What follows belongs to an exercise in optimizing a design on an open flow for small area and a short achievable clock period; a production flow would make more cautious choices. At most, simulation tests tie the RTL to the original design; equivalence was not proved. The RTL of runs 2 to 5 was laid out without a check of its function. No activity file was given, so power comes from the tool's default toggle rates.

### flow/config.mk
export PLATFORM = sky130hd
export DESIGN_NAME = radix3_fft
export DESIGN_NICKNAME = radix3_fft
export VERILOG_FILES = /design/flow/design.v
export SDC_FILE = /design/flow/constraint.sdc
export NUM_CORES = 8
export LEC_CHECK = 0
export CAP_MARGIN = 20
export CORE_MARGIN = 2
export CORE_UTILIZATION = 55
export CTS_BUF_LIST = sky130_fd_sc_hd__clkbuf_8
export CTS_CLUSTER_DIAMETER = 70
export CTS_CLUSTER_SIZE = 20
export PLACE_DENSITY = 0.7
export SETUP_SLACK_MARGIN = 2.5
export SLEW_MARGIN = 20
export SYNTH_HIERARCHICAL = 1
### flow/constraint.sdc
create_clock -name core_clock -period 5.0 [get_ports {clk}]
set_input_delay 1.0000 -clock core_clock [delete_from_list [all_inputs] [get_ports {clk}]]
set_output_delay 1.0000 -clock core_clock [all_outputs]
set_load 0.01 [all_outputs]
### flow/design.v
`timescale 1ns / 1ps
module radix3_fft(
    input clk,
    input rst,
    input in_valid,
    input [31:0] a_re,
    input [31:0] a_img,
    input [31:0] b_re,
    input [31:0] b_img,
    input [31:0] c_re,
    input [31:0] c_img,
    output out_valid,
    output [31:0] ao_re,
    output [31:0] ao_img,
    output [31:0] bo_re,
    output [31:0] bo_img,
    output [31:0] co_re,
    output [31:0] co_img
    );
parameter [5:0] R1 = 6'b011111;     
parameter [5:0] R2 = 6'b011111;     
parameter [4:0] RM = 5'b10111;      
parameter [5:0] R3 = 6'b011111;     
parameter H1 = 0;                   
parameter H3 = 1;                   
function integer cnt;
    input [31:0] x;
    integer i;
    begin
        cnt = 0;
        for (i = 0; i < 32; i = i + 1) cnt = cnt + x[i];
    end
endfunction
localparam L1 = cnt(R1);
localparam L2 = cnt(R2);
localparam LM = cnt(RM);
localparam L3 = cnt(R3);
localparam LMID = (L2 > LM) ? L2 : LM;
localparam LAT = L1 + LMID + L3;
reg [LAT-1:0] v;
always @(posedge clk) begin
    if (rst)
        v <= {LAT{1'b0}};
    else
        v <= {v[LAT-2:0], in_valid};
end
assign out_valid = v[LAT-1];
wire [31:0] s_re, s_img, d_re, d_img, a1_re, a1_img;
r3_pair #(.R(R1), .HEAVY(H1)) P1R (.clk(clk), .x(b_re),  .y(c_re),  .zp(s_re),  .zm(d_re));
r3_pair #(.R(R1), .HEAVY(H1)) P1I (.clk(clk), .x(b_img), .y(c_img), .zp(s_img), .zm(d_img));
generate
    if (L1 > 0) begin : gDA
        r3_pipe #(.W(64), .N(L1)) DA (.clk(clk), .d({a_re, a_img}), .q({a1_re, a1_img}));
    end else begin : nDA
        assign {a1_re, a1_img} = {a_re, a_img};
    end
endgenerate
wire [31:0] ao2_re, ao2_img, p_re, p_img, m_re, m_img;
wire [31:0] ao3_re, ao3_img, p3_re, p3_img, m3_re, m3_img;
r3_st2 #(.R(R2)) S2R (.clk(clk), .a(a1_re),  .s(s_re),  .ao(ao2_re),  .p(p_re));
r3_st2 #(.R(R2)) S2I (.clk(clk), .a(a1_img), .s(s_img), .ao(ao2_img), .p(p_img));
r3_mul #(.R(RM)) MR (.clk(clk), .d(d_re),  .m(m_re));
r3_mul #(.R(RM)) MI (.clk(clk), .d(d_img), .m(m_img));
generate
    if (LMID - L2 > 0) begin : gDP
        r3_pipe #(.W(128), .N(LMID - L2)) DP (.clk(clk), .d({ao2_re, ao2_img, p_re, p_img}), .q({ao3_re, ao3_img, p3_re, p3_img}));
    end else begin : nDP
        assign {ao3_re, ao3_img, p3_re, p3_img} = {ao2_re, ao2_img, p_re, p_img};
    end
endgenerate
generate
    if (LMID - LM > 0) begin : gDM
        r3_pipe #(.W(64), .N(LMID - LM)) DM (.clk(clk), .d({m_re, m_img}), .q({m3_re, m3_img}));
    end else begin : nDM
        assign {m3_re, m3_img} = {m_re, m_img};
    end
endgenerate
r3_pair #(.R(R3), .HEAVY(H3)) P3R (.clk(clk), .x(p3_re),  .y(m3_img), .zp(co_re),  .zm(bo_re));
r3_pair #(.R(R3), .HEAVY(H3)) P3I (.clk(clk), .x(p3_img), .y(m3_re),  .zp(bo_img), .zm(co_img));
generate
    if (L3 > 0) begin : gDAO
        r3_pipe #(.W(64), .N(L3)) DAO (.clk(clk), .d({ao3_re, ao3_img}), .q({ao_re, ao_img}));
    end else begin : nDAO
        assign {ao_re, ao_img} = {ao3_re, ao3_img};
    end
endgenerate
endmodule
module r3_pipe #(parameter W = 32, parameter N = 1) (
    input clk,
    input [W-1:0] d,
    output [W-1:0] q
    );
generate
    if (N == 0) begin : g_wire
        assign q = d;
    end else begin : g_reg
        reg [W-1:0] r [0:N-1];
        integer i;
        always @(posedge clk) begin
            r[0] <= d;
            for (i = 1; i < N; i = i + 1) r[i] <= r[i-1];
        end
        assign q = r[N-1];
    end
endgenerate
endmodule
module r3_cut #(parameter W = 32, parameter EN = 1) (
    input clk,
    input [W-1:0] d,
    output [W-1:0] q
    );
generate
    if (EN) begin : g_reg
        reg [W-1:0] r;
        always @(posedge clk) r <= d;
        assign q = r;
    end else begin : g_wire
        assign q = d;
    end
endgenerate
endmodule
module r3_lzc (
    input [23:0] z,
    output [4:0] c
    );
wire [31:0] v = {z, 8'hff};
wire [15:0] a1; wire [15:0] c1;
wire [7:0] a2; wire [15:0] c2;
wire [3:0] a3; wire [11:0] c3;
wire [1:0] a4; wire [7:0] c4;
genvar i;
generate
    for (i = 0; i < 16; i = i + 1) begin : g1
        assign a1[i] = ~v[2*i+1] & ~v[2*i];
        assign c1[i] = ~v[2*i+1];
    end
    for (i = 0; i < 8; i = i + 1) begin : g2
        assign a2[i] = a1[2*i+1] & a1[2*i];
        assign c2[2*i+1:2*i] = a1[2*i+1] ? {1'b1, c1[2*i]} : {1'b0, c1[2*i+1]};
    end
    for (i = 0; i < 4; i = i + 1) begin : g3
        assign a3[i] = a2[2*i+1] & a2[2*i];
        assign c3[3*i+2:3*i] = a2[2*i+1] ? {1'b1, c2[4*i+1:4*i]} : {1'b0, c2[4*i+3:4*i+2]};
    end
    for (i = 0; i < 2; i = i + 1) begin : g4
        assign a4[i] = a3[2*i+1] & a3[2*i];
        assign c4[4*i+3:4*i] = a3[2*i+1] ? {1'b1, c3[6*i+2:6*i]} : {1'b0, c3[6*i+5:6*i+3]};
    end
endgenerate
assign c = a4[1] ? {1'b1, c4[3:0]} : {1'b0, c4[7:4]};
endmodule
module r3_norm1 (
    input [23:0] z,
    output [23:0] n,
    output [4:0] c,
    output zero
    );
assign zero = ~|z;
wire z16 = ~|z[23:8];
wire [23:0] n1 = z16 ? {z[7:0], 16'd0} : z;
wire z8 = ~|n1[23:16];
assign n = z8 ? {n1[15:0], 8'd0} : n1;
wire [4:0] lz;
r3_lzc L (.z(z), .c(lz));
assign c = zero ? 5'd0 : lz;
endmodule
module r3_norm2 (
    input [23:0] z,
    input [7:0] e,
    input [4:0] c,
    output [23:0] n,
    output [7:0] en
    );
wire z4 = ~|z[23:20];
wire [23:0] n3 = z4 ? {z[19:0], 4'd0} : z;
wire z2 = ~|n3[23:22];
wire [23:0] n4 = z2 ? {n3[21:0], 2'd0} : n3;
wire z1 = ~n4[23];
assign n = z1 ? {n4[22:0], 1'b0} : n4;
assign en = e - {3'd0, c};
endmodule
module r3_fin #(parameter [2:0] R = 0) (
    input clk,
    input [23:0] la,
    input [23:0] sa,
    input [23:0] ls,
    input [23:0] ss,
    input [7:0] ea,
    input [7:0] es,
    input same,
    input sgn,
    input sgnd,
    output [31:0] zp,
    output [31:0] zm
    );
wire [24:0] sum = {1'b0, la} + {1'b0, sa};
wire [23:0] dif = ls - ss;
wire [24:0] sum_d; wire [23:0] dif_d; wire [7:0] ea_d, es_d; wire same_d, sgn_d, sgnd_d;
generate
    if (R[0]) begin : gC0
        r3_cut #(.W(25+24+8+8+3)) C0 (.clk(clk), .d({sum, dif, ea, es, same, sgn, sgnd}), .q({sum_d, dif_d, ea_d, es_d, same_d, sgn_d, sgnd_d}));
    end else begin : nC0
        assign {sum_d, dif_d, ea_d, es_d, same_d, sgn_d, sgnd_d} = {sum, dif, ea, es, same, sgn, sgnd};
    end
endgenerate
wire [23:0] dn1; wire [4:0] lz; wire zero;
r3_norm1 N1 (.z(dif_d), .n(dn1), .c(lz), .zero(zero));
wire [31:0] rs = {sgn_d, sum_d[24] ? ea_d + 8'd1 : ea_d, sum_d[24] ? sum_d[23:1] : sum_d[22:0]};
wire [23:0] dn1_e; wire [31:0] rs_e; wire [7:0] es_e; wire [4:0] lz_e; wire same_e, sgnd_e;
generate
    if (R[1]) begin : gC1
        r3_cut #(.W(24+32+8+5+2)) C1 (.clk(clk), .d({dn1, rs, es_d, lz, same_d, sgnd_d}), .q({dn1_e, rs_e, es_e, lz_e, same_e, sgnd_e}));
    end else begin : nC1
        assign {dn1_e, rs_e, es_e, lz_e, same_e, sgnd_e} = {dn1, rs, es_d, lz, same_d, sgnd_d};
    end
endgenerate
wire [23:0] dn; wire [7:0] en;
r3_norm2 N2 (.z(dn1_e), .e(es_e), .c(lz_e), .n(dn), .en(en));
wire [31:0] rd = {sgnd_e, en, dn[22:0]};
wire [31:0] zp_e = same_e ? rs_e : rd;
wire [31:0] zm_e = same_e ? rd : rs_e;
generate
    if (R[2]) begin : gC2
        r3_cut #(.W(64)) C2 (.clk(clk), .d({zp_e, zm_e}), .q({zp, zm}));
    end else begin : nC2
        assign {zp, zm} = {zp_e, zm_e};
    end
endgenerate
endmodule
module r3_pair #(parameter [5:0] R = 0, parameter HEAVY = 0) (
    input clk,
    input [31:0] x,
    input [31:0] y,
    output [31:0] zp,
    output [31:0] zm
    );
wire [31:0] xi, yi;
generate
    if (R[5]) begin : gC5
        r3_cut #(.W(64)) C5 (.clk(clk), .d({x, y}), .q({xi, yi}));
    end else begin : nC5
        assign {xi, yi} = {x, y};
    end
endgenerate
wire [7:0] xe = xi[30:23], ye = yi[30:23];
wire xbig = xi[30:0] >= yi[30:0];
wire [7:0] dxy = xe - ye;
wire [7:0] dyx = ye - xe;
wire zxy = (|dxy[7:5]) | (dxy[4] & dxy[3]);
wire zyx = (|dyx[7:5]) | (dyx[4] & dyx[3]);
wire same_a = ~(xi[31] ^ yi[31]);
wire sgn_a = xi[31];
wire [22:0] xf_b, yf_b; wire [4:0] sh; wire [7:0] ea;
wire xbig_b, shz, same_b, sgn_b;
generate
    if (HEAVY) begin : g_heavy
        if (R[0]) begin : gC0
        r3_cut #(.W(23+23+5+8+4)) C0 (.clk(clk), .d({xi[22:0], yi[22:0], xbig ? dxy[4:0] : dyx[4:0], xbig ? xe : ye,
                xbig, xbig ? zxy : zyx, same_a, sgn_a}), .q({xf_b, yf_b, sh, ea, xbig_b, shz, same_b, sgn_b}));
    end else begin : nC0
        assign {xf_b, yf_b, sh, ea, xbig_b, shz, same_b, sgn_b} = {xi[22:0], yi[22:0], xbig ? dxy[4:0] : dyx[4:0], xbig ? xe : ye,
                xbig, xbig ? zxy : zyx, same_a, sgn_a};
    end
    end else begin : g_light
        wire [7:0] xe_b, ye_b; wire [4:0] dxy_b, dyx_b; wire zxy_b, zyx_b;
        if (R[0]) begin : gC0
        r3_cut #(.W(23+23+8+8+5+5+5)) C0 (.clk(clk), .d({xi[22:0], yi[22:0], xe, ye, dxy[4:0], dyx[4:0], xbig, zxy, zyx, same_a, sgn_a}), .q({xf_b, yf_b, xe_b, ye_b, dxy_b, dyx_b, xbig_b, zxy_b, zyx_b, same_b, sgn_b}));
    end else begin : nC0
        assign {xf_b, yf_b, xe_b, ye_b, dxy_b, dyx_b, xbig_b, zxy_b, zyx_b, same_b, sgn_b} = {xi[22:0], yi[22:0], xe, ye, dxy[4:0], dyx[4:0], xbig, zxy, zyx, same_a, sgn_a};
    end
        assign sh = xbig_b ? dxy_b : dyx_b;
        assign shz = xbig_b ? zxy_b : zyx_b;
        assign ea = xbig_b ? xe_b : ye_b;
    end
endgenerate
wire sgnd_b = sgn_b ^ ~xbig_b;
wire [22:0] lf = xbig_b ? xf_b : yf_b;
wire [22:0] sf = xbig_b ? yf_b : xf_b;
wire [23:0] sm = shz ? 24'd0 : ({1'b1, sf} >> sh);
wire [22:0] lf_c; wire [23:0] sm_c; wire same_c, sgn_c, sgnd_c; wire [7:0] e_c;
generate
    if (R[1]) begin : gC1
        r3_cut #(.W(23+24+3+8)) C1 (.clk(clk), .d({lf, sm, same_b, sgn_b, sgnd_b, ea}), .q({lf_c, sm_c, same_c, sgn_c, sgnd_c, e_c}));
    end else begin : nC1
        assign {lf_c, sm_c, same_c, sgn_c, sgnd_c, e_c} = {lf, sm, same_b, sgn_b, sgnd_b, ea};
    end
endgenerate
r3_fin #(.R(R[4:2])) F (.clk(clk), .la({1'b1, lf_c}), .sa(sm_c), .ls({1'b1, lf_c}), .ss(sm_c),
    .ea(e_c), .es(e_c), .same(same_c), .sgn(sgn_c), .sgnd(sgnd_c), .zp(zp), .zm(zm));
endmodule
module r3_st2 #(parameter [5:0] R = 0) (
    input clk,
    input [31:0] a,
    input [31:0] s,
    output [31:0] ao,
    output [31:0] p
    );
wire [31:0] ai, si;
generate
    if (R[5]) begin : gC5
        r3_cut #(.W(64)) C5 (.clk(clk), .d({a, s}), .q({ai, si}));
    end else begin : nC5
        assign {ai, si} = {a, s};
    end
endgenerate
wire sa = ai[31];
wire same = ~(ai[31] ^ si[31]);
wire [7:0] ea = ai[30:23];
wire [7:0] es = si[30:23];
wire [22:0] fa = ai[22:0];
wire [22:0] fs = si[22:0];
wire [8:0] t9 = {1'b0, ea} - {1'b0, es};
wire tneg = t9[8];                  
wire [7:0] d0 = t9[7:0];            
wire [7:0] n1 = es + ~ea;           
wire [7:0] es1 = es - 8'd1;
wire esz = ~|es;
wire w = esz & ea[7];
wire mp1 = tneg | w;                
wire [7:0] sg = mp1 ? n1 : d0;
wire zd0 = (|d0[7:5]) | (d0[4] & d0[3]);
wire zn1 = (|n1[7:5]) | (n1[4] & n1[3]);
wire sgz = mp1 ? zn1 : zd0;
wire feq0 = ~|d0;                   
wire feq1 = ~|n1;                   
wire fge = fa >= fs;
wire [7:0] e0 = tneg ? es : ea;
wire [7:0] e1 = (tneg | esz) ? es1 : ea;
wire [22:0] fa_b, fs_b; wire [4:0] sg_b; wire [7:0] e0_b, e1_b;
wire sgz_b, mp1_b, w_b, esz_b, feq0_b, feq1_b, fge_b, same_b, sa_b;
generate
    if (R[0]) begin : gC0
        r3_cut #(.W(23+23+5+8+8+9)) C0 (.clk(clk), .d({fa, fs, sg[4:0], e0, e1, sgz, mp1, w, esz, feq0, feq1, fge, same, sa}), .q({fa_b, fs_b, sg_b, e0_b, e1_b, sgz_b, mp1_b, w_b, esz_b, feq0_b, feq1_b, fge_b, same_b, sa_b}));
    end else begin : nC0
        assign {fa_b, fs_b, sg_b, e0_b, e1_b, sgz_b, mp1_b, w_b, esz_b, feq0_b, feq1_b, fge_b, same_b, sa_b} = {fa, fs, sg[4:0], e0, e1, sgz, mp1, w, esz, feq0, feq1, fge, same, sa};
    end
endgenerate
wire abig0_b = mp1_b ? w_b : ~(feq0_b & ~fge_b);
wire abig1_b = mp1_b ? (feq1_b & fge_b) : ~esz_b;
wire [3:0] sel0_b = mp1_b ? (w_b ? 4'b0000 : 4'b0100) : (abig0_b ? 4'b1000 : 4'b0010);
wire [3:0] sel1_b = mp1_b ? (abig1_b ? 4'b0001 : 4'b1000) : (esz_b ? 4'b0000 : 4'b0100);
wire [3:0] selA = same_b ? sel0_b : sel1_b;
wire [3:0] selS = same_b ? sel1_b : sel0_b;
wire abigA = same_b ? abig0_b : abig1_b;
wire abigS = same_b ? abig1_b : abig0_b;
wire [7:0] eA = same_b ? e0_b : e1_b;
wire [7:0] eS = same_b ? e1_b : e0_b;
wire sgnd = sa_b ^ ~abigS;
wire [23:0] ma = {1'b1, fa_b};
wire [23:0] ms = {1'b1, fs_b};
wire [23:0] xs = mp1_b ? ma : ms;
wire [23:0] base = sgz_b ? 24'd0 : (xs >> sg_b);
wire [23:0] base1 = {1'b0, base[23:1]};
wire [23:0] smA = ({24{selA[3]}} & base) | ({24{selA[2]}} & base1) |
                  ({24{selA[1]}} & ma) | ({24{selA[0]}} & ms);
wire [23:0] smS = ({24{selS[3]}} & base) | ({24{selS[2]}} & base1) |
                  ({24{selS[1]}} & ma) | ({24{selS[0]}} & ms);
wire [22:0] lfA = abigA ? fa_b : fs_b;
wire [22:0] lfS = abigS ? fa_b : fs_b;
wire [22:0] lfA_c, lfS_c; wire [23:0] smA_c, smS_c; wire [7:0] eA_c, eS_c; wire same_c, sa_c, sgnd_c;
generate
    if (R[1]) begin : gC1
        r3_cut #(.W(2*(23+24+8)+3)) C1 (.clk(clk), .d({lfA, smA, eA, lfS, smS, eS, same_b, sa_b, sgnd}), .q({lfA_c, smA_c, eA_c, lfS_c, smS_c, eS_c, same_c, sa_c, sgnd_c}));
    end else begin : nC1
        assign {lfA_c, smA_c, eA_c, lfS_c, smS_c, eS_c, same_c, sa_c, sgnd_c} = {lfA, smA, eA, lfS, smS, eS, same_b, sa_b, sgnd};
    end
endgenerate
r3_fin #(.R(R[4:2])) F (.clk(clk), .la({1'b1, lfA_c}), .sa(smA_c), .ls({1'b1, lfS_c}), .ss(smS_c),
    .ea(eA_c), .es(eS_c), .same(same_c), .sgn(sa_c), .sgnd(sgnd_c), .zp(ao), .zm(p));
endmodule
module r3_mul #(parameter [4:0] R = 0) (
    input clk,
    input [31:0] d,
    output [31:0] m
    );
wire [31:0] di;
generate
    if (R[3]) begin : gC3
        r3_cut #(.W(32)) C3 (.clk(clk), .d(d), .q(di));
    end else begin : nC3
        assign di = d;
    end
endgenerate
wire [23:0] mm = {1'b1, di[22:0]};
wire [24:0] t = {1'b0, mm} + {2'b0, mm[23:1]};
wire [23:0] u = mm - {4'd0, mm[23:4]};
wire [7:0] e = di[30:23];
wire ez_a = (e == 8'd0);
wire byp1_a = (e == 8'd1) | ((e == 8'd255) & t[24]);
wire byp2_a = (e[7:1] == 7'd1) | (e[7:1] == 7'd2);    
wire [22:0] f_b; wire c1; wire [23:0] u_b; wire [7:0] e_b; wire sd_b, ez, byp1, byp2;
generate
    if (R[0]) begin : gC0
        r3_cut #(.W(23+1+24+8+1+3)) C0 (.clk(clk), .d({di[22:0], t[24], u, e, di[31], ez_a, byp1_a, byp2_a}), .q({f_b, c1, u_b, e_b, sd_b, ez, byp1, byp2}));
    end else begin : nC0
        assign {f_b, c1, u_b, e_b, sd_b, ez, byp1, byp2} = {di[22:0], t[24], u, e, di[31], ez_a, byp1_a, byp2_a};
    end
endgenerate
wire u23 = u_b[23];
wire byp = byp1 | byp2;
wire nrm = ~byp & ~ez;
wire [23:0] m_b = {1'b1, f_b};
wire [24:0] o1 = {1'b0, byp1 ? u_b : m_b};
wire [24:0] o2 = nrm ? {2'd0, m_b[23:1]} : (byp1 & ~u23) ? {1'b0, u_b} : 25'd0;
wire [24:0] o3 = nrm ? {3'd0, u_b[23:3], 1'b0} : ez ? {2'd0, u_b[23:1]} : 25'd0;
wire cin = nrm & ~c1 & u_b[2];
wire sh = nrm & c1;
wire [7:0] e1 = byp2 ? e_b + 8'd250 :
                byp1 ? (e_b[1] ? 8'd252 : 8'd254) + {7'd0, u23} :
                ez   ? 8'd255 : e_b + {7'd0, c1};
wire sg = byp2 ? sd_b : ~sd_b;
wire [24:0] cs_s = o1 ^ o2 ^ o3;
wire [24:0] cs_c = (o1 & o2) | (o1 & o3) | (o2 & o3);
wire [24:0] cs_s_c, cs_c_c; wire cin_c, sh_c, sg_c; wire [7:0] e1_c;
generate
    if (R[1]) begin : gC1
        r3_cut #(.W(25+25+3+8)) C1 (.clk(clk), .d({cs_s, cs_c, cin, sh, sg, e1}), .q({cs_s_c, cs_c_c, cin_c, sh_c, sg_c, e1_c}));
    end else begin : nC1
        assign {cs_s_c, cs_c_c, cin_c, sh_c, sg_c, e1_c} = {cs_s, cs_c, cin, sh, sg, e1};
    end
endgenerate
wire [25:0] w = {1'b0, cs_s_c} + {cs_c_c, cin_c};
wire [25:0] w_d; wire sh_d, sg_d; wire [7:0] e1_d;
generate
    if (R[4]) begin : gC4
        r3_cut #(.W(26+2+8)) C4 (.clk(clk), .d({w, sh_c, sg_c, e1_c}), .q({w_d, sh_d, sg_d, e1_d}));
    end else begin : nC4
        assign {w_d, sh_d, sg_d, e1_d} = {w, sh_c, sg_c, e1_c};
    end
endgenerate
wire [7:0] e0_d = e1_d - 8'd1;
wire [24:0] h = sh_d ? w_d[25:1] : w_d[24:0];
wire [31:0] m_e = {sg_d, h[24] ? e1_d : e0_d, h[24] ? h[23:1] : h[22:0]};
generate
    if (R[2]) begin : gC2
        r3_cut #(.W(32)) C2 (.clk(clk), .d(m_e), .q(m));
    end else begin : nC2
        assign m = m_e;
    end
endgenerate
endmodule
### flow/run.sh
#!/bin/bash
# synth_recipe.tcl (not shown) runs the flow's synth.tcl, then flattens the netlist and writes it again
# the make line also repeats each setting of config.mk as NAME=value (left out here)
make -C /OpenROAD-flow-scripts/flow DESIGN_CONFIG=/design/flow/config.mk WORK_HOME=/design/flow/orfs CLKGATE_MAP_FILE= SYNTH_SCRIPT=/design/flow/synth_recipe.tcl finish
==> impl_metrics.ini, run 1 <==
[outcome]
outcome = no timing/DRC/antenna violations

[critical_path]
cpPeakStageDelay_ps = 410
crit_type = flip-flop to flip-flop
r2r_setup_slack_ps = 2490
r2r-end = P3R.F.gC0.C0.g_reg.r[36]
critPathTopFamily = compound AO/OA/AOI/OAI gates
r2r_cells = 9
worstPathCellList = inv_1 -> ha_1 -> and2b_2 -> o2111ai_2 -> a32oi_2 -> a31oi_2 -> o21a_1 -> o31ai_2 -> xor2_1
crit_buf_inv = 1
crit_path_end = P3R.F.gC0.C0.g_reg.r[36]
cp.required_ps = 5920
cp-start-kind = flip-flop
path_max_fanout = 3
cp-end-kind = flip-flop
critical_path_arrival_ps = 3430
cp_num_cells = 9
critPathLaunch = P3R.gC1.C1.g_reg.r[35]
crit-reg2reg-launch = P3R.gC1.C1.g_reg.r[35]
slowest_stage = a32oi_2

[clock_network]
clock_path_buffers = 3
worst_skew_pair.late_latency_ps = 1030
cts-root-buf = clkbuf_8
cts_inserted_buffers = 199
clk_transition_reported_paths_ps = 110
cts_sinks = 3205
cts_tree = yes
htreeDepth = 4

[pwr]
peakVddDrop_uv = 346.5
p_leak_nw = 60.23
totalPowerFinal_mw = 103.7
power_density_nw_per_um2 = 720.6

[global_routing]
track_usage_pct = 25.49
antenna_found_initial = 22
first_global_vias = 87590
grt_pass1_wl_um = 496300
grt_max_degree = 65
gr-total-overflow = 0

[layout]
final_cell_mix = dfxtp_1 (3009), mux2_2 (935), inv_1 (723)
fin_cells = 15490
final_layout_size_suffix_gt1_share_pct = 19.40
areaGrowthSynthToFinish_pct = 9.435
layout.nets = 13210
register_area_um2 = 64450
multiInputGateArea_um2 = 63720
final_core_util_pct = 60.53
layout_commonest_cell = dfxtp_1
fill_cells = 19530

[route]
drt_iter0_drc = 6498
wl_per_cell_um = 20.72
drt_first_pass_iters = 27
wirelength_um = 321100
routed_via_density = 5.702
route.detailed.drc = 0
via_count = 88340
ant_nets = 0

[timing]
holdWs_ps = 315.9
min_period_over_period_pct = 50.18
worst_pin_slew_ps = 1145
rsz0062_at_grt = true
fin_crit_ps = 2509
hold_viol_final = 0
slew_viol_final = 0
max_slew_margin_pct = 23.56
setup_violations = 0
setup-tns-final_ps = 0
fin_skew_ps = 35.49
clock.fmax_mhz = 398.5

[synth]
yosys_warnings = 23
syn_avg_cell_area_um2 = 11.05
syn_inst = 11910
synthesis.area_um2 = 131600

[die]
start_util_pct = 55.31
rows = 179
die_w_um = 493.1
core_area_um2 = 237900
dieArea_um2 = 243100
ios = 388
die_height_um = 493.1

[placement]
dp_cells = 15070
io_buffers = 387
place.gp.congestion = 0.9597
dp_hpwl_um = 246000

[min_path]
min_path_type = flip-flop to flip-flop

[run]
drv_cap = 0
[report_power, final]
part / internal, mW / leakage, nW / total (mW) / switching (mW)
clock: 4.51 / 1.94 / 12.5 / 8.00
sequential: 35.9 / 27.0 / 44.0 / 8.15
combinational: 21.9 / 31.3 / 47.2 / 25.3
total: 62.3 / 60.2 / 104 / 41.4
[per-stage QoR]
stage / cell area [um^2] / setup slack [ps]
CTS: 142100 / 2360
global route: 144000 / 2382
floorplan: 131600 / 2481
finish: 144000 / 2491
global placement: 137500 / 1708
detailed placement: 137500 / 1659
[layout make-up]
type / instances / area share (%)
inverter: 720 / 1.880
tap: 3167 / 2.752
multi-input combinational: 7534 / 44.26
antenna: 5 / 0.008691
clock inverter: 73 / 0.6344
timing repair inverter: 1 / 0.003476
timing repair buffer: 578 / 3.674
sequential: 3205 / 44.77
clock buffer: 211 / 2.017
[repair_timing]
action / in CTS / in global routing
pin swaps: 38 / 83
hold buffers: 0 / 0
gates resized for setup: 1074 / 309
endpoints found under the setup margin: 614 / 506
buffers inserted: 45 / 73
gates cloned: 12 / 3
[state kept, by name, indices dropped and copies added, names as in the netlist, 76 cells and up]
name and cells:
S2I.gC0.C0.g_reg.r 76, P1R.g_light.gC0.C0.g_reg.r 77, gDA.DA.g_reg.r 320, gDAO.DAO.g_reg.r 320
S2R.gC1.C1.g_reg.r 113, S2R.gC0.C0.g_reg.r 76, S2I.gC1.C1.g_reg.r 113, P1I.g_light.gC0.C0.g_reg.r 77
[metal layers]
layer  part of all wire, %  global-route usage (%)
met3                   4.7                   3.403
met5                 0.028                       0
met4                   3.0                   7.467
met1                    45                   33.89
met2                    47                   43.23
[worst min-delay path by stage]
stage | endpoint | depth (start not counted) | startpoint | slack [ps]
2_1_floorplan | MI.gC0.C0.g_reg.r[3] | 0 | P1I.F.gC2.C2.g_reg.r[31] | 310
3_3_place_gp | S2I.F.gC1.C1.g_reg.r[0] | 0 | S2I.F.gC0.C0.g_reg.r[0] | 310
3_5_place_dp | P1I.F.gC1.C1.g_reg.r[46] | 0 | P1I.F.gC0.C0.g_reg.r[1] | 310
4_1_cts | gDA.DA.g_reg.r[0][25] | 1 | a_img[25] | 270
5_1_grt | gDA.DA.g_reg.r[0][21] | 1 | a_img[21] | 300
6_report | gDA.DA.g_reg.r[2][10] | 0 | gDA.DA.g_reg.r[1][10] | 320
==> run 2, diff against run 1 <==
--- a/flow/design.v
+++ b/flow/design.v
@@ -179,20 +179,23 @@
 assign n = z1 ? {n4[22:0], 1'b0} : n4;
 assign en = e - {3'd0, c};
 endmodule
-module r3_fin #(parameter [2:0] R = 0) (
+module r3_fin #(parameter [2:0] R = 0, parameter ONE = 0) (
     input clk,
     input [23:0] la,
     input [23:0] sa,
-    input [23:0] ls,
-    input [23:0] ss,
+    input [23:0] ls_in,
+    input [23:0] ss_in,
     input [7:0] ea,
-    input [7:0] es,
+    input [7:0] es_in,
     input same,
     input sgn,
     input sgnd,
     output [31:0] zp,
     output [31:0] zm
     );
+wire [23:0] ls = ONE ? la : ls_in;
+wire [23:0] ss = ONE ? sa : ss_in;
+wire [7:0] es = ONE ? ea : es_in;
 wire [24:0] sum = {1'b0, la} + {1'b0, sa};
 wire [23:0] dif = ls - ss;
 wire [24:0] sum_d; wire [23:0] dif_d; wire [7:0] ea_d, es_d; wire same_d, sgn_d, sgnd_d;
@@ -285,8 +288,8 @@
         assign {lf_c, sm_c, same_c, sgn_c, sgnd_c, e_c} = {lf, sm, same_b, sgn_b, sgnd_b, ea};
     end
 endgenerate
-r3_fin #(.R(R[4:2])) F (.clk(clk), .la({1'b1, lf_c}), .sa(sm_c), .ls({1'b1, lf_c}), .ss(sm_c),
-    .ea(e_c), .es(e_c), .same(same_c), .sgn(sgn_c), .sgnd(sgnd_c), .zp(zp), .zm(zm));
+r3_fin #(.R(R[4:2]), .ONE(1)) F (.clk(clk), .la({1'b1, lf_c}), .sa(sm_c), .ls_in(24'd0), .ss_in(24'd0),
+    .ea(e_c), .es_in(8'd0), .same(same_c), .sgn(sgn_c), .sgnd(sgnd_c), .zp(zp), .zm(zm));
 endmodule
 module r3_st2 #(parameter [5:0] R = 0) (
     input clk,
@@ -365,8 +368,8 @@
         assign {lfA_c, smA_c, eA_c, lfS_c, smS_c, eS_c, same_c, sa_c, sgnd_c} = {lfA, smA, eA, lfS, smS, eS, same_b, sa_b, sgnd};
     end
 endgenerate
-r3_fin #(.R(R[4:2])) F (.clk(clk), .la({1'b1, lfA_c}), .sa(smA_c), .ls({1'b1, lfS_c}), .ss(smS_c),
-    .ea(eA_c), .es(eS_c), .same(same_c), .sgn(sa_c), .sgnd(sgnd_c), .zp(ao), .zm(p));
+r3_fin #(.R(R[4:2])) F (.clk(clk), .la({1'b1, lfA_c}), .sa(smA_c), .ls_in({1'b1, lfS_c}), .ss_in(smS_c),
+    .ea(eA_c), .es_in(eS_c), .same(same_c), .sgn(sa_c), .sgnd(sgnd_c), .zp(ao), .zm(p));
 endmodule
 module r3_mul #(parameter [4:0] R = 0) (
     input clk,
--- a/flow/config.mk
+++ b/flow/config.mk
@@ -7,10 +7,9 @@
 export LEC_CHECK = 0
 export CAP_MARGIN = 20
 export CORE_MARGIN = 2
-export CORE_UTILIZATION = 55
-export CTS_BUF_LIST = sky130_fd_sc_hd__clkbuf_8
-export CTS_CLUSTER_DIAMETER = 70
-export CTS_CLUSTER_SIZE = 20
+export CORE_UTILIZATION = 40
+export CTS_CLUSTER_DIAMETER = 80
+export CTS_CLUSTER_SIZE = 24
 export PLACE_DENSITY = 0.7
 export SETUP_SLACK_MARGIN = 2.5
 export SLEW_MARGIN = 20
==> impl_metrics.ini, run 2 <==
[outcome]
outcome = no timing/DRC/antenna violations

[layout]
layout.nets = 13440
final_layout_size_suffix_gt1_share_pct = 18.16
reg.largest.list = gDA.DA.g_reg.r (320), gDAO.DAO.g_reg.r (320)
layout_commonest_cell = dfxtp_1
final_cell_mix = dfxtp_1 (3090), mux2_2 (932), inv_1 (800)
final_core_util_pct = 44.60
fill_cells = 30940
areaGrowthSynthToFinish_pct = 10.76
fin_cells = 16930

[critical_path]
cp-start-kind = flip-flop
cp.required_ps = 5810
path_max_fanout = 6
cp-end-kind = flip-flop
critPathLaunch = gDM.DM.g_reg.r[0][23]
crit-reg2reg-launch = gDM.DM.g_reg.r[0][23]
r2r_cells = 9
r2r_setup_slack_ps = 2490
critical_path_arrival_ps = 3310
crit_type = flip-flop to flip-flop
r2r-end = P3R.g_heavy.gC0.C0.g_reg.r[11]

[pwr]
totalPowerFinal_mw = 106.2
power_density_nw_per_um2 = 719.3
peakVddDrop_uv = 366.8
p_leak_nw = 60.44

[synth]
syn_avg_cell_area_um2 = 10.88
synthesis.area_um2 = 133300
syn_inst = 12260
yosys_warnings = 23

[min_path]
holdCritStartpoint = gDA.DA.g_reg.r[3][44]
whs_path_depth = 0
min_to = gDA.DA.g_reg.r[4][44]
min_path_type = flip-flop to flip-flop

[global_routing]
track_usage_pct = 17.53
gr-total-overflow = 0
first_global_vias = 85340
use_met1_pct = 24.19
grt_max_degree = 65
use_met2_pct = 28.73
grt_use_met3_pct = 1.997
grt_pass1_wl_um = 482300
busiest_layer = met2
antenna_found_initial = 14

[die]
start_util_pct = 40.26
rows = 211
dieArea_um2 = 337900
ios = 388
die_height_um = 581.3
die_w_um = 581.3
core_area_um2 = 331100

[clock_network]
cts-root-buf = clkbuf_16
cts_tree = yes
clock_path_buffers = 4
worst_skew_pair.late_latency_ps = 910
htreeDepth = 4
cts_inserted_buffers = 181
clk_transition_reported_paths_ps = 100
hold_buffers = 0
cts_sinks = 3205

[timing]
max_slew_margin_pct = 26.18
clock.fmax_mhz = 399.2
setup_violations = 0
worst_pin_slew_ps = 1105
timing.final.ws_setup_ps = 2495
fin_crit_ps = 2505
setup-tns-final_ps = 0
rsz0062_at_grt = true
fin_skew_ps = 41.71
slew_viol_final = 0
hold_viol_final = 0
min_period_over_period_pct = 50.10

[route]
drt_iter0_drc = 5845
wirelength_um = 309400
ant_nets = 0
routed_via_density = 5.224
drt_first_pass_iters = 8
via_count = 88420
route.detailed.drc = 0
wl_per_cell_um = 18.28

[placement]
place.gp.congestion = 0.9089
dp_hpwl_um = 235200
dp_cells = 16560
io_buffers = 387
place_ws_ps = 1745

[run]
drv_cap = 0
-- run 2: per-layer routing --
| layer | up-vias | wire length (um) |
|---|---|---|
| li1 | 43850 | - |
| met1 | 41780 | 145200 |
| met2 | 2314 | 140500 |
| met3 | 468 | 14170 |
| met4 | 10 | 9485 |
| met5 | - | 69 |
-- run 2: worst max-delay path by stage --
stage                                           endpoint  slack (ps)  depth (start not counted)
after detailed placement          S2I.gC0.C0.g_reg.r[16]        1750                         10
final                     P3R.g_heavy.gC0.C0.g_reg.r[11]        2490                          9
after CTS                         S2I.gC0.C0.g_reg.r[16]        2460                         10
after global routing      P3R.g_heavy.gC0.C0.g_reg.r[14]        2350                         10
after floorplan                   S2I.gC0.C0.g_reg.r[28]        2480                          9
after global placement     P1R.g_light.gC0.C0.g_reg.r[3]        1760                          9
-- run 2: final cells by class --
cell class / count / area, um^2 / area share [%]
multi-input cells: 7737 / 64670 / 43.80
flip-flops and latches: 3205 / 64340 / 43.58
diodes: 4 / 10.01 / 0.006780
clock inverters: 76 / 1167 / 0.7907
well taps: 4366 / 5463 / 3.700
clock buffers: 195 / 4683 / 3.172
repair buffers: 535 / 4262 / 2.887
inverters: 806 / 3044 / 2.062
repair inverters: 1 / 5.005 / 0.003390
-- run 2: worst max-delay path, cell delays in order, from the launching register on --
cell and delay, ps:
dfxtp_2 370, inv_1 70, ha_1 310, nand4_1 200
nor3_1 100, a221oi_1 270, o211ai_1 210, buf_4 190
a31oi_4 300, mux2_1 360
-- run 2: power breakdown --
part           internal [mW]  switching, mW
clock network           7.43           8.88
logic                   21.2           25.1
registers               35.8           7.76
-- run 2: stage by stage --
| stage | cell area (um^2) | hold slack, ps |
|---|---|---|
| after floorplan | 133300 | 309.6 |
| after global placement | 140400 | 310.4 |
| after detailed placement | 140400 | 312.0 |
| after CTS | 146300 | 308.3 |
| after global routing | 147600 | 305.6 |
| final | 147600 | 309.5 |
-- run 2: what timing repair did --
| item | 4_1_cts | 5_1_grt |
|---|---|---|
| gates resized for setup | 928 | 234 |
| setup buffers | 30 | 48 |
| gates cloned | 9 | 3 |
| setup endpoints to repair | 581 | 288 |
| pin swaps | 19 | 73 |
==> run 3, diff against run 2 <==
--- a/flow/design.v
+++ b/flow/design.v
@@ -119,11 +119,37 @@
     end
 endgenerate
 endmodule
-module r3_lzc (
-    input [23:0] z,
-    output [4:0] c
+module r3_fin #(parameter [2:0] R = 0) (
+    input clk,
+    input [23:0] la,
+    input [23:0] sa,
+    input [23:0] ls,
+    input [23:0] ss,
+    input [7:0] ea,
+    input [7:0] es,
+    input same,
+    input sgn,
+    input sgnd,
+    output [31:0] zp,
+    output [31:0] zm
     );
-wire [31:0] v = {z, 8'hff};
+wire [24:0] sum = {1'b0, la} + {1'b0, sa};
+wire [23:0] dif = ls - ss;
+wire [24:0] sum_d; wire [23:0] dif_d; wire [7:0] ea_d, es_d; wire same_d, sgn_d, sgnd_d;
+generate
+    if (R[0]) begin : gC0
+        r3_cut #(.W(25+24+8+8+3)) C0 (.clk(clk), .d({sum, dif, ea, es, same, sgn, sgnd}), .q({sum_d, dif_d, ea_d, es_d, same_d, sgn_d, sgnd_d}));
+    end else begin : nC0
+        assign {sum_d, dif_d, ea_d, es_d, same_d, sgn_d, sgnd_d} = {sum, dif, ea, es, same, sgn, sgnd};
+    end
+endgenerate
+wire [23:0] dn1; wire [4:0] lz; wire zero;
+assign zero = ~|dif_d;
+wire z16 = ~|dif_d[23:8];
+wire [23:0] n1 = z16 ? {dif_d[7:0], 16'd0} : dif_d;
+wire z8 = ~|n1[23:16];
+assign dn1 = z8 ? {n1[15:0], 8'd0} : n1;
+wire [31:0] lv = {dif_d, 8'hff};
 wire [15:0] a1; wire [15:0] c1;
 wire [7:0] a2; wire [15:0] c2;
 wire [3:0] a3; wire [11:0] c3;
@@ -131,8 +157,8 @@
 genvar i;
 generate
     for (i = 0; i < 16; i = i + 1) begin : g1
-        assign a1[i] = ~v[2*i+1] & ~v[2*i];
-        assign c1[i] = ~v[2*i+1];
+        assign a1[i] = ~lv[2*i+1] & ~lv[2*i];
+        assign c1[i] = ~lv[2*i+1];
     end
     for (i = 0; i < 8; i = i + 1) begin : g2
         assign a2[i] = a1[2*i+1] & a1[2*i];
@@ -147,67 +173,8 @@
         assign c4[4*i+3:4*i] = a3[2*i+1] ? {1'b1, c3[6*i+2:6*i]} : {1'b0, c3[6*i+5:6*i+3]};
     end
 endgenerate
-assign c = a4[1] ? {1'b1, c4[3:0]} : {1'b0, c4[7:4]};
-endmodule
-module r3_norm1 (
-    input [23:0] z,
-    output [23:0] n,
-    output [4:0] c,
-    output zero
-    );
-assign zero = ~|z;
-wire z16 = ~|z[23:8];
-wire [23:0] n1 = z16 ? {z[7:0], 16'd0} : z;
-wire z8 = ~|n1[23:16];
-assign n = z8 ? {n1[15:0], 8'd0} : n1;
-wire [4:0] lz;
-r3_lzc L (.z(z), .c(lz));
-assign c = zero ? 5'd0 : lz;
-endmodule
-module r3_norm2 (
-    input [23:0] z,
-    input [7:0] e,
-    input [4:0] c,
-    output [23:0] n,
-    output [7:0] en
-    );
-wire z4 = ~|z[23:20];
-wire [23:0] n3 = z4 ? {z[19:0], 4'd0} : z;
-wire z2 = ~|n3[23:22];
-wire [23:0] n4 = z2 ? {n3[21:0], 2'd0} : n3;
-wire z1 = ~n4[23];
-assign n = z1 ? {n4[22:0], 1'b0} : n4;
-assign en = e - {3'd0, c};
-endmodule
-module r3_fin #(parameter [2:0] R = 0, parameter ONE = 0) (
-    input clk,
-    input [23:0] la,
-    input [23:0] sa,
-    input [23:0] ls_in,
-    input [23:0] ss_in,
-    input [7:0] ea,
-    input [7:0] es_in,
-    input same,
-    input sgn,
-    input sgnd,
-    output [31:0] zp,
-    output [31:0] zm
-    );
-wire [23:0] ls = ONE ? la : ls_in;
-wire [23:0] ss = ONE ? sa : ss_in;
-wire [7:0] es = ONE ? ea : es_in;
-wire [24:0] sum = {1'b0, la} + {1'b0, sa};
-wire [23:0] dif = ls - ss;
-wire [24:0] sum_d; wire [23:0] dif_d; wire [7:0] ea_d, es_d; wire same_d, sgn_d, sgnd_d;
-generate
-    if (R[0]) begin : gC0
-        r3_cut #(.W(25+24+8+8+3)) C0 (.clk(clk), .d({sum, dif, ea, es, same, sgn, sgnd}), .q({sum_d, dif_d, ea_d, es_d, same_d, sgn_d, sgnd_d}));
-    end else begin : nC0
-        assign {sum_d, dif_d, ea_d, es_d, same_d, sgn_d, sgnd_d} = {sum, dif, ea, es, same, sgn, sgnd};
-    end
-endgenerate
-wire [23:0] dn1; wire [4:0] lz; wire zero;
-r3_norm1 N1 (.z(dif_d), .n(dn1), .c(lz), .zero(zero));
+wire [4:0] lzt = a4[1] ? {1'b1, c4[3:0]} : {1'b0, c4[7:4]};
+assign lz = zero ? 5'd0 : lzt;
 wire [31:0] rs = {sgn_d, sum_d[24] ? ea_d + 8'd1 : ea_d, sum_d[24] ? sum_d[23:1] : sum_d[22:0]};
 wire [23:0] dn1_e; wire [31:0] rs_e; wire [7:0] es_e; wire [4:0] lz_e; wire same_e, sgnd_e;
 generate
@@ -218,7 +185,13 @@
     end
 endgenerate
 wire [23:0] dn; wire [7:0] en;
-r3_norm2 N2 (.z(dn1_e), .e(es_e), .c(lz_e), .n(dn), .en(en));
+wire z4 = ~|dn1_e[23:20];
+wire [23:0] n3 = z4 ? {dn1_e[19:0], 4'd0} : dn1_e;
+wire z2 = ~|n3[23:22];
+wire [23:0] n4 = z2 ? {n3[21:0], 2'd0} : n3;
+wire z1 = ~n4[23];
+assign dn = z1 ? {n4[22:0], 1'b0} : n4;
+assign en = es_e - {3'd0, lz_e};
 wire [31:0] rd = {sgnd_e, en, dn[22:0]};
 wire [31:0] zp_e = same_e ? rs_e : rd;
 wire [31:0] zm_e = same_e ? rd : rs_e;
@@ -288,8 +261,8 @@
         assign {lf_c, sm_c, same_c, sgn_c, sgnd_c, e_c} = {lf, sm, same_b, sgn_b, sgnd_b, ea};
     end
 endgenerate
-r3_fin #(.R(R[4:2]), .ONE(1)) F (.clk(clk), .la({1'b1, lf_c}), .sa(sm_c), .ls_in(24'd0), .ss_in(24'd0),
-    .ea(e_c), .es_in(8'd0), .same(same_c), .sgn(sgn_c), .sgnd(sgnd_c), .zp(zp), .zm(zm));
+r3_fin #(.R(R[4:2])) F (.clk(clk), .la({1'b1, lf_c}), .sa(sm_c), .ls({1'b1, lf_c}), .ss(sm_c),
+    .ea(e_c), .es(e_c), .same(same_c), .sgn(sgn_c), .sgnd(sgnd_c), .zp(zp), .zm(zm));
 endmodule
 module r3_st2 #(parameter [5:0] R = 0) (
     input clk,
@@ -368,8 +341,8 @@
         assign {lfA_c, smA_c, eA_c, lfS_c, smS_c, eS_c, same_c, sa_c, sgnd_c} = {lfA, smA, eA, lfS, smS, eS, same_b, sa_b, sgnd};
     end
 endgenerate
-r3_fin #(.R(R[4:2])) F (.clk(clk), .la({1'b1, lfA_c}), .sa(smA_c), .ls_in({1'b1, lfS_c}), .ss_in(smS_c),
-    .ea(eA_c), .es_in(eS_c), .same(same_c), .sgn(sa_c), .sgnd(sgnd_c), .zp(ao), .zm(p));
+r3_fin #(.R(R[4:2])) F (.clk(clk), .la({1'b1, lfA_c}), .sa(smA_c), .ls({1'b1, lfS_c}), .ss(smS_c),
+    .ea(eA_c), .es(eS_c), .same(same_c), .sgn(sa_c), .sgnd(sgnd_c), .zp(ao), .zm(p));
 endmodule
 module r3_mul #(parameter [4:0] R = 0) (
     input clk,
==> impl_metrics.ini, run 3 <==
[route]
wl_per_cell_um = 17.80
wirelength_um = 299000
routed_via_density = 5.118
route.detailed.drc = 0
via_count = 85980
drt_first_pass_iters = 6
ant_nets = 0
drt_iter0_drc = 5971

[critical_path]
crit_type = flip-flop to flip-flop
path_max_fanout = 5
r2r_cells = 11
cp.required_ps = 5810
r2r-end = P3I.g_heavy.gC0.C0.g_reg.r[16]
cp-start-kind = flip-flop
cp-end-kind = flip-flop
r2r_setup_slack_ps = 2430
crit-reg2reg-launch = gDM.DM.g_reg.r[0][33]
critPathTopFamily = compound AO/OA/AOI/OAI gates
crit_buf_inv = 3
worstPathCellList = inv_1 -> ha_1 -> nand3b_1 -> a21oi_2 -> o31a_1 -> o41a_1 -> a2111oi_4 -> buf_6 -> buf_12 -> mux2i_1 -> xnor2_1
critical_path_arrival_ps = 3380
slowest_stage = o41a_1
cpPeakStageDelay_ps = 360

[clock_network]
cts_sinks = 3205
cts_inserted_buffers = 178
htreeDepth = 4
hold_buffers = 0
cts-root-buf = clkbuf_16
clk_transition_reported_paths_ps = 90
clock_path_buffers = 4
cts_tree = yes
worst_skew_pair.late_latency_ps = 920

[placement]
place.gp.congestion = 0.9238
io_buffers = 387
dp_hpwl_um = 227800

[die]
ios = 388
rows = 208
die_height_um = 573.1
start_util_pct = 40.27
core_area_um2 = 321700
die_w_um = 573.1
dieArea_um2 = 328400

[synth]
synth_edf_count = 0
yosysTopAreaCellShare_pct = 49.53
ys.flop_type = dfxtp_1
synth.most_common_cell = dfxtp_1
syn_avg_cell_area_um2 = 10.73
yosysTopAreaCell = dfxtp_1
yosys_warnings = 23
synth_cell_types = 120
synth_area_leaders = dfxtp_1 (50%), ha_1 (6.7%), mux2_2 (6.3%), mux2i_1 (4.8%), a21oi_1 (2.7%)
syn_inst = 12070
synthesis.area_um2 = 129500
synth_common_cells = dfxtp_1 (3205), inv_1 (812), mux2_2 (720), ha_1 (698), nand2_1 (696)
async_reset_ff_share_pct = 0
ys_seq_area_share_pct = 49.53
synth-seq-cells = 3205

[min_path]
whs_path_depth = 0
min_to = S2I.F.gC0.C0.g_reg.r[0]
min_path_type = flip-flop to flip-flop
holdCritStartpoint = S2I.gC1.C1.g_reg.r[0]

[layout]
reg.largest.list = gDA.DA.g_reg.r (320), gDAO.DAO.g_reg.r (320)
final_cell_mix = dfxtp_1 (3067), inv_1 (803), mux2_2 (716)
layout.nets = 13390
areaGrowthSynthToFinish_pct = 12.25
final_layout_size_suffix_gt1_share_pct = 17.09
layout_commonest_cell = dfxtp_1

[pwr]
internal_power_mw = 63.57
peakVddDrop_uv = 346.2
seqPwrFrac_pct = 41.6
totalPowerFinal_mw = 104.2
comb_power_share_pct = 43.3
swShare_pct = 38.99
p_leak_nw = 60.38
power.switching_mw = 40.62
power_density_nw_per_um2 = 716.6
clkPwrFrac_pct = 15.2

[timing]
clock.fmax_mhz = 389.5
min_period_over_period_pct = 51.35
hold_viol_final = 0
setup_violations = 0
fin_skew_ps = 60.35
setup-tns-final_ps = 0
slew_viol_final = 0
rsz0062_at_grt = true
fin_crit_ps = 2568
max_slew_margin_pct = 26.78
worst_pin_slew_ps = 1077

[global_routing]
grt_pass1_wl_um = 462100
first_global_vias = 81500
gr-total-overflow = 0
track_usage_pct = 17.33
antenna_found_initial = 20
grt_max_degree = 82

[run]
drv_cap = 0

[outcome]
outcome = no timing/DRC/antenna violations
-- run 3: routing by layer --
| layer | share of wire, % | vias up | global-route usage (%) |
|---|---|---|---|
| met2 | 44 | 2286 | 27.46 |
| met4 | 3.5 | 2 | 5.681 |
| met3 | 4.9 | 465 | 2.195 |
| met1 | 47 | 40270 | 24.36 |
| li1 | - | 42960 | - |
| met5 | 0.0023 | - | 0 |
-- run 3: cell type report --
type | count | area [um^2]
Clock inverter | 63 | 940.9
Multi-Input combinational cell | 7631 | 61930
Tap cell | 4305 | 5386
Inverter | 812 | 3048
Clock buffer | 193 | 4603
Antenna cell | 6 | 15.01
Sequential cell | 3205 | 64400
Fill cell | 29920 | 176300
Timing Repair Buffer | 586 | 5086
-- run 3: how the worst max path moves through the flow --
stage                               start                        endpoint  slack (ps)  depth (start not counted)
floorplan           gDA.DA.g_reg.r[4][23]          S2I.gC0.C0.g_reg.r[28]        2480                          9
global placement                 c_re[24]   P1R.g_light.gC0.C0.g_reg.r[3]        1780                          9
detailed placement               c_re[24]   P1R.g_light.gC0.C0.g_reg.r[3]        1770                          9
CTS                 gDM.DM.g_reg.r[0][62]   P3I.g_heavy.gC0.C0.g_reg.r[2]        2430                          9
global route        gDM.DM.g_reg.r[0][33]  P3I.g_heavy.gC0.C0.g_reg.r[14]        2330                         11
finish              gDM.DM.g_reg.r[0][33]  P3I.g_heavy.gC0.C0.g_reg.r[16]        2430                         11
-- run 3: power groups by stage --
stage / clock, mW / sequential, mW / combinational [mW]
after floorplan: 0 / 40.2 / 32.6
after global placement: 0 / 43.8 / 42.0
after detailed placement: 0 / 44.0 / 42.3
after CTS: 16.3 / 43.4 / 43.3
after global routing: 17.2 / 44.5 / 49.6
final: 15.8 / 43.3 / 45.1
-- run 3: worst reg2reg max path: stages, from the launching register on --
cell and delay, ps:
dfxtp_2 330, inv_1 40, ha_1 310, nand3b_1 100
a21oi_2 60, o31a_1 280, o41a_1 360, a2111oi_4 350
buf_6 160, buf_12 120, mux2i_1 210, xnor2_1 130
-- run 3: per-stage QoR --
stage	instance area [um^2]	std cells	hold slack [ps]	worst slack (ps)	util (%)
2_1_floorplan	129600	12080	309.6	2481	-
3_3_place_gp	137200	16390	310.3	1777	42.64
3_5_place_dp	137200	16390	312.0	1770	42.64
4_1_cts	143700	16710	281.9	2426	44.67
5_1_grt	145400	16800	298.3	2330	45.20
6_report	145400	16800	286.1	2432	45.20
-- run 3: logic make-up (layout without fill, tap and decap cells) --
| group | after synthesis | in the layout | synth area share, % |
|---|---|---|---|
| DFF | 3205 | 3205 | 49.53 |
| and+or+nand+nor | 2475 | 2476 | 9.390 |
| AOI/OAI and AO/OA | 2352 | 2361 | 12.18 |
| muxes | 1502 | 1508 | 13.46 |
| buffers and inverters | 1261 | 1654 | 4.135 |
| adders and majority gates | 776 | 776 | 7.947 |
| xor gates and xnor gates | 492 | 492 | 3.327 |
| other | 8 | 24 | 0.02318 |
-- run 3: repair_timing --
item                                   CTS  global route
pin swaps                               64           110
resized for setup                      894           294
endpoints found under the hold margin    0             0
buffers inserted                        49            81
gates cloned                            12             8
setup endpoints to repair              858           448
==> run 4, diff against run 3 <==
--- a/flow/config.mk
+++ b/flow/config.mk
@@ -8,8 +8,9 @@
 export CAP_MARGIN = 20
 export CORE_MARGIN = 2
 export CORE_UTILIZATION = 40
-export CTS_CLUSTER_DIAMETER = 80
-export CTS_CLUSTER_SIZE = 24
+export CTS_BUF_LIST = sky130_fd_sc_hd__clkbuf_8
+export CTS_CLUSTER_DIAMETER = 60
+export CTS_CLUSTER_SIZE = 16
 export PLACE_DENSITY = 0.7
 export SETUP_SLACK_MARGIN = 2.5
 export SLEW_MARGIN = 20
==> impl_metrics.ini, run 4 <==
[synth]
syn_inst = 12070
yosys_warnings = 23
yosysTopAreaCell = dfxtp_1
async_reset_ff_share_pct = 0
synth.most_common_cell = dfxtp_1
synth_edf_count = 0
yosysTopAreaCellShare_pct = 49.53
synth_cell_types = 120
synth-seq-cells = 3205
synth_area_leaders = dfxtp_1 (50%), ha_1 (6.7%), mux2_2 (6.3%), mux2i_1 (4.8%), a21oi_1 (2.7%)
ys.flop_type = dfxtp_1
synthesis.area_um2 = 129500
synth_common_cells = dfxtp_1 (3205), inv_1 (812), mux2_2 (720), ha_1 (698), nand2_1 (696)
ys_seq_area_share_pct = 49.53
syn_avg_cell_area_um2 = 10.73

[route]
wirelength_um = 300700
routed_via_density = 5.103
via_count = 86610
ant_nets = 0
wl_per_cell_um = 17.72
drt_first_pass_iters = 9
route.detailed.drc = 0
drt_iter0_drc = 6294

[timing]
holdWs_ps = 286.3
setup_violations = 0
min_period_over_period_pct = 52.10
clock.fmax_mhz = 383.9
setup-tns-final_ps = 0
slew_viol_final = 0
max_slew_margin_pct = 29.31
fin_crit_ps = 2605
hold_viol_final = 0
rsz0062_at_grt = true
worst_pin_slew_ps = 1038
fin_skew_ps = 55.96
timing.final.ws_setup_ps = 2395

[layout]
fill_cells = 29940
layout.nets = 13490
final_core_util_pct = 45.31
reg.largest.list = gDA.DA.g_reg.r (320), gDAO.DAO.g_reg.r (320)
areaGrowthSynthToFinish_pct = 12.51
multiInputGateArea_um2 = 61870
final_cell_mix = dfxtp_1 (3005), inv_1 (817), mux2_2 (717)
final_layout_size_suffix_gt1_share_pct = 18.68
register_area_um2 = 64480
layout_commonest_cell = dfxtp_1

[die]
ios = 388
die_w_um = 573.1
start_util_pct = 40.27
die_height_um = 573.1
core_area_um2 = 321700
dieArea_um2 = 328400
rows = 208

[clock_network]
htreeDepth = 5
cts_sinks = 3205
clock_path_buffers = 4
cts-root-buf = clkbuf_8
clk_transition_reported_paths_ps = 100
worst_skew_pair.late_latency_ps = 1070
cts_tree = yes
cts_inserted_buffers = 276
hold_buffers = 0

[pwr]
clkPwrFrac_pct = 14.8
swShare_pct = 39.14
p_leak_nw = 60.70
power.switching_mw = 40.87
internal_power_mw = 63.53
totalPowerFinal_mw = 104.4
comb_power_share_pct = 43.6
power_density_nw_per_um2 = 716.3
seqPwrFrac_pct = 41.7
peakVddDrop_uv = 432.1

[placement]
io_buffers = 387
place.gp.congestion = 0.9238
dp_hpwl_um = 227800
place_ws_ps = 1770

[critical_path]
cp-start-kind = flip-flop
cp-end-kind = flip-flop
cp.required_ps = 5980
crit_type = flip-flop to flip-flop
critical_path_arrival_ps = 3590
path_max_fanout = 5

[global_routing]
first_global_vias = 82360
grt_pass1_wl_um = 464000
grt_max_degree = 82
track_usage_pct = 17.39
antenna_found_initial = 26
gr-total-overflow = 0

[outcome]
outcome = no timing/DRC/antenna violations

[min_path]
min_path_type = flip-flop to flip-flop

[run]
drv_cap = 0
## run 4: cell counts after synthesis
No cell type changed its count.
## run 4: per-stage QoR
stage	std cells	area, um^2
after floorplan	12080	129600
after global placement	16390	137200
after detailed placement	16390	137200
after CTS	16870	143600
after global routing	16970	145700
final	16970	145700
## run 4: final timing paths
path / startpoint / endpoint / slack [ps] / depth (start not counted)
setup / recovery: gDM.DM.g_reg.r[0][34] / P3I.g_heavy.gC0.C0.g_reg.r[14] / 2390 / 11
hold reg to reg: gDAO.DAO.g_reg.r[2][47] / gDAO.DAO.g_reg.r[3][47] / 290 / 0
setup reg to reg: gDM.DM.g_reg.r[0][34] / P3I.g_heavy.gC0.C0.g_reg.r[14] / 2390 / 11
hold / removal: gDAO.DAO.g_reg.r[2][47] / gDAO.DAO.g_reg.r[3][47] / 290 / 0
## run 4: cell type report
class,instances,share of cell area (%)
clock buffers,292,2.757
flip-flops and latches,3205,44.24
clock inverters,124,1.044
repair buffers,591,3.695
diodes,12,0.02060
well taps,4305,3.696
multi-input cells,7631,42.45
inverters,812,2.091
## run 4: routing by layer
metal	track usage, %	vias to the layer above	routed length [um]
met1	24.22	40570	142100
met5	0	-	21
li1	-	43190	-
met3	2.604	529	15110
met4	6.007	4	10780
met2	27.38	2323	132600
## run 4: repair_timing
action,CTS,global route
gates resized for setup,1088,364
setup endpoints to repair,853,595
setup buffers,52,81
pin swaps,66,112
gates cloned,13,9
## run 4: power groups by stage
stage,sequential [mW],combinational [mW],clock (mW)
6_report,43.5,45.5,15.4
5_1_grt,44.6,50.0,16.9
4_1_cts,43.4,43.4,16.0
3_5_place_dp,44.0,42.3,0
3_3_place_gp,43.8,42.0,0
2_1_floorplan,40.2,32.6,0
## run 4: logic make-up (layout without fill, tap and decap cells)
logic type / count (synthesis) / in the layout / share of synthesized area [%]
other cells: 8 / 30 / 0.02318
simple gates: 2475 / 2476 / 9.390
buf+inv: 1261 / 1819 / 4.135
mux: 1502 / 1508 / 13.46
compound gates: 2352 / 2361 / 12.18
fa+ha+maj: 776 / 776 / 7.947
xor+xnor: 492 / 492 / 3.327
flops: 3205 / 3205 / 49.53
## run 4: critical path, cell delays in order (launching register included)
cell	delay, ps
dfxtp_2	340
inv_1	60
ha_4	250
a21oi_2	140
a21oi_2	80
o31a_1	270
o41a_1	360
a2111oi_4	380
buf_6	160
buf_12	120
mux2i_4	210
xor2_1	150
==> run 5, diff against run 4 <==
--- a/flow/config.mk
+++ b/flow/config.mk
@@ -7,7 +7,7 @@
 export LEC_CHECK = 0
 export CAP_MARGIN = 20
 export CORE_MARGIN = 2
-export CORE_UTILIZATION = 40
+export CORE_UTILIZATION = 55
 export CTS_BUF_LIST = sky130_fd_sc_hd__clkbuf_8
 export CTS_CLUSTER_DIAMETER = 60
 export CTS_CLUSTER_SIZE = 16
==> impl_metrics.ini, run 5 <==
[timing]
fin_skew_ps = 75.08
clock.fmax_mhz = 386.2
worst_pin_slew_ps = 1089
max_slew_margin_pct = 25.94
timing.final.ws_setup_ps = 2411
setup-tns-final_ps = 0
rsz0062_at_grt = true
fin_crit_ps = 2589
hold_viol_final = 0
slew_viol_final = 0
min_period_over_period_pct = 51.78
setup_violations = 0

[layout]
layout.nets = 13470
final_layout_size_suffix_gt1_share_pct = 18.90
areaGrowthSynthToFinish_pct = 11.04
layout_commonest_cell = dfxtp_1
final_cell_mix = dfxtp_1 (2987), inv_1 (815), mux2_2 (717)
reg.largest.list = gDA.DA.g_reg.r (320), gDAO.DAO.g_reg.r (320)
stdcell_area_um2 = 143800

[route]
drt_iter0_drc = 6024
route.detailed.drc = 0
drt_first_pass_iters = 8
routed_via_density = 5.632
wirelength_um = 331000
via_count = 88660
wl_per_cell_um = 21.03
ant_nets = 0

[critical_path]
critical_path_arrival_ps = 3540
path_max_fanout = 14
crit_type = flip-flop to flip-flop
cp.required_ps = 5950
cp-end-kind = flip-flop
cp-start-kind = flip-flop

[placement]
dpl_cell_area_um2 = 135800
place_ws_ps = 1656
dp_hpwl_um = 256000
io_buffers = 387
place.gp.congestion = 0.9320

[synth]
yosysTopAreaCellShare_pct = 49.53
ys_seq_area_share_pct = 49.53
syn_avg_cell_area_um2 = 10.73
synth_cell_types = 120
yosys_warnings = 23
async_reset_ff_share_pct = 0
syn_inst = 12070
synthesis.area_um2 = 129500
synth_edf_count = 0
synth_common_cells = dfxtp_1 (3205), inv_1 (812), mux2_2 (720), ha_1 (698), nand2_1 (696)
synth-seq-cells = 3205
ys.flop_type = dfxtp_1
yosysTopAreaCell = dfxtp_1
synth_area_leaders = dfxtp_1 (50%), ha_1 (6.7%), mux2_2 (6.3%), mux2i_1 (4.8%), a21oi_1 (2.7%)
synth.most_common_cell = dfxtp_1

[clock_network]
cts_sinks = 3205
worst_skew_pair.late_latency_ps = 1110
cts_inserted_buffers = 237
htreeDepth = 4
cts-root-buf = clkbuf_8
clk_transition_reported_paths_ps = 100
cts_tree = yes
clock_path_buffers = 3

[pwr]
power_density_nw_per_um2 = 727.3
peakVddDrop_uv = 363.5
p_leak_nw = 60.32
totalPowerFinal_mw = 104.6

[die]
dieArea_um2 = 239400
die_w_um = 489.3
rows = 178
core_area_um2 = 234700
ios = 388
die_height_um = 489.3
start_util_pct = 55.18

[global_routing]
grt_pass1_wl_um = 503500
gr-total-overflow = 0
antenna_found_initial = 27
first_global_vias = 87170
track_usage_pct = 26.66
grt_max_degree = 82

[outcome]
outcome = no timing/DRC/antenna violations

[run]
drv_cap = 0

[min_path]
min_path_type = flip-flop to flip-flop
## run 5: cell counts after synthesis
No cell type changed its count.
## run 5: layer usage
layer  GRT usage [%]  part of all wire, %  vias up
met3           3.754                  4.8      614
li1                -                    -    43080
met4           8.906                  3.5       18
met2           44.60                   47     2536
met5               0                0.037        -
met1           35.36                   45    42410
## run 5: final cells by class
type                            count  area (um^2)
Timing Repair Buffer              609         5610
Multi-Input combinational cell   7629        62400
Tap cell                         3150         3941
Clock inverter                     71        814.5
Sequential cell                  3205        64520
Inverter                          812         3048
Fill cell                       19370        90910
Antenna cell                       13        32.53
Clock buffer                      252         3468
## run 5: worst paths after layout
path	start	to	slack, ps	cells after the start
worst max-delay path	S2I.gC0.C0.g_reg.r[29]	S2I.gC1.C1.g_reg.r[30]	2410	3
worst min-delay path	S2I.gC1.C1.g_reg.r[3]	S2I.F.gC0.C0.g_reg.r[3]	310	0
worst max register to register	S2I.gC0.C0.g_reg.r[29]	S2I.gC1.C1.g_reg.r[30]	2410	3
worst min register to register	S2I.gC1.C1.g_reg.r[3]	S2I.F.gC0.C0.g_reg.r[3]	310	0
## run 5: logic make-up (layout without fill, tap and decap cells)
| logic type | count (synthesis) | after routing | share of synthesized area, % |
|---|---|---|---|
| compound gates | 2352 | 2359 | 12.18 |
| xor+xnor | 492 | 492 | 3.327 |
| fa+ha+maj | 776 | 776 | 7.947 |
| buf+inv | 1261 | 1744 | 4.135 |
| flops | 3205 | 3205 | 49.53 |
| mux | 1502 | 1507 | 13.46 |
| other cells | 8 | 31 | 0.02318 |
| simple gates | 2475 | 2477 | 9.390 |
## run 5: per-stage QoR
| step | util, % | hold WS (ps) | cells |
|---|---|---|---|
| finish | 61.27 | 305.8 | 15740 |
| global route | 61.27 | 220.5 | 15730 |
| CTS | 60.23 | 202.8 | 15630 |
| detailed placement | 57.84 | 312.1 | 15240 |
| global placement | 57.82 | 309.5 | 15230 |
| floorplan | - | 309.6 | 12080 |
## run 5: what timing repair did
action | in CTS | in global routing
setup endpoints to repair | 808 | 604
hold endpoints to repair | 0 | 0
hold buffers | 0 | 0
gates cloned | 13 | 5
setup buffers | 59 | 92
resized for setup | 1231 | 389
pin swaps | 84 | 130
## run 5: power by group
part / leakage, nW / internal, mW / total [mW] / switching [mW]
clock: 2.25 / 5.01 / 13.3 / 8.24
sequential: 27.0 / 35.9 / 43.8 / 7.88
combinational: 31.1 / 21.5 / 47.6 / 26.0
## run 5: critical path: stages, from the launching register on
cell	delay, ps
dfxtp_1	560
nor3_1	900
o211ai_1	520
o221ai_1	480

[separate check: timing with driven ports]
No port has a modelled driver above. Below, the same layouts with a new extraction and two added sets of constraints. Step 1 sets driving cells, clkbuf_16 on the clock port and buf_2 on the other inputs (assumed; they add their load-dependent delay and slew). Step 2 moves the port delays by t, midway between the first and last clock arrival at a register: inputs arrive t later, outputs are due t later. That takes back most of the time a late clock gives input paths. a / b / c = ideal / step 1 / step 2; a / b = the first two.
| run | shift t [ns] | setup slack, ns | worst slew at a driven data input, ns | pins driven straight from the clock port |
|---|---|---|---|---|
| run 1 | 1.111 | 2.491 / 2.405 / 1.702 | 0.12 | 1 |
| run 2 | 0.997 | 2.495 / 2.490 / 1.742 | 0.09 | 1 |
| run 3 | 0.973 | 2.432 / 2.432 / 1.738 | 0.10 | 1 |
| run 4 | 1.142 | 2.395 / 2.360 / 1.733 | 0.12 | 1 |
| run 5 | 1.159 | 2.411 / 2.342 / 1.699 | 0.11 | 1 |
After both steps every run listed still meets setup and hold. The setup slack of run 1, which loses most, moves by -0.086 ns with the drivers and by -0.789 ns with both steps.
